Context: an optimization exercise on an open-source flow, tuned for small area and a short achievable clock period. The choices shown serve that exercise and are no tape-out recipe.
At most, simulation tests tie the RTL to the original design; equivalence was not proved.
Power and IR drop assume default switching activity.

trial 93:
Design processor, start of the top module:
module processor (clk, reset, imem_addr, imem_data, dmem_addr, dmem_wdata, dmem_we, dmem_re, dmem_rdata);
Size in the first run: ~730 flip-flops, roughly 120 I/O pins, roughly 39000 µm² of cells after synthesis.
Settings: LEC_CHECK=0, CAP_MARGIN=20, CORE_MARGIN=2, CORE_UTILIZATION=40, SETUP_SLACK_MARGIN=4.0, SLEW_MARGIN=20; clock period 8.5 ns.
run.sh (not shown) runs the stock make flow with config.mk's settings and CLKGATE_MAP_FILE= SYNTH_SCRIPT=/design/flow/synth_recipe.tcl, a recipe that flattens the netlist after the stock synthesis.
Modified inputs, trial 2 compared to trial 93
Settings: SETUP_SLACK_MARGIN: 4.0 -> unset.
Notes after the runs:
The post-route clock period utilization of trial 2 is higher than that of trial 93.
The slew at the pin closest to its max-slew limit in trial 2 sits 0.28 ns above the value recorded for trial 93.
Setup slack in trial 2 is smaller than in trial 93.
Function was not checked in any run of this note: the RTL went through the layout flow alone.

---

## try-nickel
Another version of the RTL of processor (not shown whole).
Size in the first run: about 730 flip-flops, roughly 40,000 um2 of cells after synthesis.
clock: 8.5 ns
lec_check: 0
cap_margin: 20
core_margin: 2
core_utilization: 40
setup_slack_margin: 5.0
slew_margin: 20
The following lists how try-onyx was set up differently from try-nickel:
# try-nickel
export LEC_CHECK = 0
export CAP_MARGIN = 20
export CORE_MARGIN = 2
export CORE_UTILIZATION = 40
export SETUP_SLACK_MARGIN = 5.0
export SLEW_MARGIN = 20
create_clock -name core_clock -period 8.5 [get_ports {clk}]
# try-onyx
export LEC_CHECK = 0
export CAP_MARGIN = 20
export CORE_MARGIN = 2
export CORE_UTILIZATION = 60
export SETUP_SLACK_MARGIN = 5.0
export SLEW_MARGIN = 20
create_clock -name core_clock -period 8.5 [get_ports {clk}]
--- outcome ---
try-onyx: full flow OK, the timing, DRC and antenna checks passed. Comparing buffers plus inverters on the worst setup path for try-onyx and try-nickel, the bigger number came from try-onyx. Going from try-nickel to try-onyx, sequential cell count shows no meaningful change, total power shows an increase of 0.31 mW, fraction of the core area covered by cells at the end of the flow shows an increase of 27 points, cell count shows a reduction of about 8%. Compared to try-nickel, the router laid down more metal wire for try-onyx. try-onyx vs. try-nickel: layout overhead on the synthesized area higher, maximum frequency lower, overall via count from detail_route higher. Uppermost metal layer occupied by signal nets = met5: try-onyx; uppermost metal layer occupied by signal nets = met4: try-nickel.

---

rev 12:
processor, a different RTL version from the one above (not shown whole).
For scale: about 120 I/O pins, about 0.036 mm^2 of cells after synthesis.
make LEC_CHECK=0 CAP_MARGIN=5 CORE_MARGIN=2 CORE_UTILIZATION=40 SETUP_SLACK_MARGIN=4.5 SLEW_MARGIN=5 SYNTH_HIERARCHICAL=1 SYNTH_MINIMUM_KEEP_SIZE=0 finish   # period 8.5 ns
Inputs modified between rev 12 and rev 13:
Settings: a change of CAP_MARGIN from 5 to 20; a change of SLEW_MARGIN from 5 to 20; a deleted SYNTH_HIERARCHICAL that had been 1; a deleted SYNTH_MINIMUM_KEEP_SIZE that had been 0; a change of SETUP_SLACK_MARGIN from 4.5 to 5.0.
### Flow results
Rev 13 against rev 12: first-iteration DRC count shrank by 1115; non-filler instance count after layout grew by about 10%; total length of routed met2 wires grew by about 7%. Taking rev 12 as the reference, in rev 13 layout overhead on the synthesized area now larger; total number of placement rows climbed 1.

---

Starting RTL as in the previous note.
clock: 8.5 ns
lec_check: 0
cap_margin: 20
core_margin: 2
core_utilization: 40
setup_slack_margin: 4.5
slew_margin: 20
synth_hierarchical: 1
synth_minimum_keep_size: 0
Next try:
--- a/flow/config.mk
+++ b/flow/config.mk
@@ -9,5 +9,5 @@
 export CORE_MARGIN = 2
 export CORE_UTILIZATION = 40
-export SETUP_SLACK_MARGIN = 4.5
+export SETUP_SLACK_MARGIN = 4.2
 export SLEW_MARGIN = 20
 export SYNTH_HIERARCHICAL = 1
Worst setup slack degrades by 0.15 ns.
Clock-buffer cell count is higher by 1.
Synthesized area does not change.
Clock power came out lower by about 3%.
Next try:
--- a/flow/config.mk
+++ b/flow/config.mk
@@ -9,5 +9,5 @@
 export CORE_MARGIN = 2
 export CORE_UTILIZATION = 40
-export SETUP_SLACK_MARGIN = 4.2
+export SETUP_SLACK_MARGIN = 5.0
 export SLEW_MARGIN = 20
 export SYNTH_HIERARCHICAL = 1
The new run passed the timing, DRC and antenna checks.
Design area increases by 8.2%.
Via count increases by 3.7%.
Maximum frequency increases by 5.0%.
Clock-buffer cell count increases by 6.
Sequential cell count stays the same.

---

== S ==
processor, a different RTL version from the one above (not shown whole).
For scale: roughly 2800 cells after synthesis, about 730 flip-flops, ~120 I/O pins, about 34000 um^2 of cells after synthesis.
## processor
module processor (clk, reset, imem_addr, imem_data, dmem_addr, dmem_wdata, dmem_we, dmem_re, dmem_rdata);
Settings: LEC_CHECK=0, CAP_MARGIN=20, CORE_MARGIN=2, CORE_UTILIZATION=40, SETUP_SLACK_MARGIN=5.0, SLEW_MARGIN=20, SYNTH_HIERARCHICAL=1, SYNTH_MINIMUM_KEEP_SIZE=0, TNS_END_PERCENT=0; clock period 8.5 ns.
S: done, clean on timing, DRC and antenna
Here is what was changed in the inputs of R compared with S.
Settings: TNS_END_PERCENT changed from 0 to 10.
Notes after the runs:
The higher clock-cell share of area of S and R is in S. The slew at the pin closest to its max-slew limit of R is lower than that of S. In the tables for S and R, synthesis-to-layout area growth reads lower with S. Clock latency of the later-clocked register in the worst-skew pair: R vs S down 0.02 ns. Initial antenna violation count came out higher on R than on S. Final instance area (lower): S. Between R and S, it is R whose global-route wire length before repair is higher, by 2.0 mm.
No functional check of the RTL was part of any run of this note.

==> what the ideal ports hide <==
No port has a modelled driver above. Below, the same layouts with a new extraction and two added sets of constraints.
Step 1 assumes that a clkbuf_16 drives the clock port and a buf_2 every other input.
Step 2 also shifts input and output timing later by t, the mid clock arrival at the registers, as if the neighbouring blocks saw the same clock.
Slacks: ideal / step 1 / step 2; pairs: ideal / step 1.
| run | shift t [ns] | setup WS [ns] | worst setup path after step 2 | worst data-port slew with drivers (ns) |
|---|---|---|---|---|
| trial 93 | 0.682 | 3.782 / 3.782 / 3.466 | input to register | 0.14 |
| trial 2 | 0.673 | 2.775 / 2.775 / 2.506 | input to register | 0.06 |
| try-nickel | 0.684 | 4.786 / 4.736 / 4.051 | input to register | 0.32 |
| try-onyx | 0.716 | 4.480 / 4.405 / 3.689 | input to register | 0.33 |
| rev 12 | 0.728 | 4.318 / 4.318 / 3.690 | input to register | 0.14 |
| rev 13 | 0.719 | 4.433 / 4.314 / 3.595 | input to register | 0.24 |
| the first run of note 4 | 0.706 | 4.324 / 4.324 / 3.633 | input to register | 0.15 |
| the second run of note 4 | 0.683 | 4.178 / 4.176 / 3.493 | input to register | 0.08 |
| the third run of note 4 | 0.708 | 4.383 / 4.372 / 3.664 | input to register | 0.10 |
| S | 0.693 | 3.432 / 3.433 / 2.765 | input to register | 0.07 |
| R | 0.667 | 3.645 / 3.618 / 2.952 | input to register | 0.11 |
After both steps setup and hold are still met in every run listed. For rev 13, which loses most, drivers alone change the setup slack by -0.119 ns; drivers and shift together by -0.838 ns.
